Background: an optimization exercise with open tools, aiming at small area and a short achievable clock period. Do not read the settings as production practice. Only simulation tests tie the RTL to the original design; equivalence was not proved. The flow treats the clock pin as an ideal source. Dropping or thinning the clock tree relies on that and would not hold on a real chip. Power is estimated from default activity; no workload was simulated.

Setup of alpha:
==> flow/design.v (excerpt) <==
module alu_top (
    input             iClk,
    input      [31:0] iDataA,
    input      [31:0] iDataB,
    input      [3:0]  iAluOp,
    output reg [31:0] oData,
    output reg        oZero
  );
Size: roughly 1100 cells after synthesis, about 100 flip-flops, roughly 100 I/O pins, roughly 7300 um2 of cells after synthesis.
clock: 15.0 ns
lec_check: 0
cap_margin: 20
core_margin: 2
core_utilization: 40
slew_margin: 20
standard.sh (not shown) runs the stock make flow with config.mk's settings and CLKGATE_MAP_FILE= SYNTH_SCRIPT=/design/flow/synth_recipe.tcl, a recipe that flattens the netlist after the stock synthesis.
==> flow/flow/run.sh <==
#!/bin/bash
# Own layout flow: the standard ORFS flow (standard.sh) with these changes:
#  - Yosys's final ABC mapping uses flow/map.abc (delay-targeted map with area
#    recovery) instead of ORFS's abc_speed script;
#  - ports are buffered with buf_1 instead of the default buffer cell;
#  - repair_timing aims for extra setup slack (SETUP_SLACK_MARGIN), with the
#    margins in flow/params.sh: one up to CTS, one for the repair after global
#    routing (which works on the worst path only, or is skipped);
#  - the clock is distributed by flow/own_cts.tcl (run as the CTS step's
#    PRE_CTS_TCL hook) instead of TritonCTS: four clkbuf_16, each driving a
#    quarter of the flip-flops, so every flip-flop sees one buffer stage.
# Everything else (synthesis script, register names, SDC, clock period, PDN,
# tap cells, placement, routing) is the standard flow. The make output goes to
# flow_make_*.log; ORFS writes each tool's own log under orfs/logs/.
set -euo pipefail
HERE=$(pwd)
source "$HERE/flow/params.sh"
cat > "$HERE/own_synth.tcl" <<EOT
# Same synthesis as synth_recipe.tcl; only the script given to the final abc call differs.
proc abc {args} {
  set i [lsearch -exact \$args -script]
  if {\$i >= 0} { lset args [expr {\$i + 1}] $HERE/flow/map.abc }
  yosys abc {*}\$args
}
source $HERE/synth_recipe.tcl
EOT
COMMON=("SYNTH_SCRIPT=$HERE/own_synth.tcl"
  "BUFFER_PORTS_ARGS=-buffer_cell sky130_fd_sc_hd__buf_1"
  "PRE_CTS_TCL=$HERE/flow/own_cts.tcl")
bash standard.sh "${COMMON[@]}" "SETUP_SLACK_MARGIN=$MARGIN_CTS" cts > "$HERE/flow_make_cts.log" 2>&1
if [[ "$MARGIN_GRT" == skip ]]; then
  bash standard.sh "${COMMON[@]}" "SETUP_SLACK_MARGIN=$MARGIN_CTS" SKIP_INCREMENTAL_REPAIR=1 finish > "$HERE/flow_make_finish.log" 2>&1
else
  bash standard.sh "${COMMON[@]}" "SETUP_SLACK_MARGIN=$MARGIN_GRT" TNS_END_PERCENT=0 finish > "$HERE/flow_make_finish.log" 2>&1
fi
==> flow/flow/map.abc <==
strash
dch
map -D 2500
topo
stime -c
buffer -c
upsize -D 2500
dnsize -D 2500
==> flow/flow/params.sh <==
MARGIN_CTS=11.4
MARGIN_GRT=skip
Other scripts of this flow, unchanged in this note and not shown: flow/flow/own_cts.tcl
alpha ended with every stage complete and zero timing, DRC or antenna violations.
--- input diff alpha..beta ---
==> flow/flow/map.abc <==
strash
dch
map -D 2000
topo
stime -c
buffer -c
upsize -D 2000
dnsize -D 2000
==> flow/flow/params.sh <==
MARGIN_CTS=11.6
MARGIN_GRT=skip
==> comparison <==
Side by side, met2 demand-to-capacity share in global routing turned out higher in beta than in alpha.
In beta, the sequential power share came out 1.5 points below the value in alpha.
Critical path endpoint = oData[25]: alpha; critical path endpoint = oZero$_DFF_P_: beta
The minimum clock period in beta was lower than what alpha gave.
The via count of the first global-routing pass of beta exceeds that of alpha by 517.
Comparing beta and alpha, the higher clock share of power was measured on alpha.
Utilization of the core after routing delta (alpha -> beta): insignificant
beta ran to completion and came out clean on the timing, DRC and antenna checks.
beta has more setup slack than alpha.
From alpha to beta the numbers moved as follows: count of buffer and inverter cells on the critical path increased 1; overall routed net length increased about 8%; ratio of final minimum period to clock period decreased 0.53 points; total die area increased 6.4%.
## Diff of input files: gamma against beta
==> flow/flow/map.abc <==
strash
dch
map -D 2500
topo
stime -c
buffer -c
upsize -D 2500
dnsize -D 2500
==> flow/flow/params.sh <==
MARGIN_CTS=11.2
MARGIN_GRT=skip
Row number of standard cells after synthesis: gamma lower / beta higher. Lower total routing resource utilization after global routing among beta and gamma: gamma. Compared with beta, gamma shows area added between synthesis and finish lower by 0.90 points. Detailed-route wire length (beta / gamma): 1.09. Fraction of power consumed by combinational cells is lower on gamma. Comparing beta and gamma, final setup slack of the worst path is higher on beta. Between beta and gamma, the flow reports area enclosed by the die boundary decreasing by a few percent.
No run of this note takes its clock network from TritonCTS; it comes from the design's own scripts or RTL.

[separate check: timing with driven ports]
The flow's constraints put no driver on any port. The routed layouts listed below were extracted and timed again, unchanged, in two steps.
Step 1, drivers: a clkbuf_16 drives iClk and a buf_2 each remaining input, both assumed.
Step 2 adds t to the input delays and takes it off the output delays; t is the mean of the earliest and latest rising clock arrival at the registers after step 1. Input paths then give back, and output paths get back, about the clock's delay inside the block.
Three values: ideal, step 1, step 2; two values: the first two.
run | t (ns) | slack for setup (ns) | cell pins on the clock port's net
alpha | 0.247 | 11.301 / 11.208 / 11.340 | 4
beta | 0.255 | 11.380 / 11.288 / 11.380 | 4
gamma | 0.248 | 11.060 / 11.060 / 11.060 | 4
After both steps every run listed still meets setup and hold.
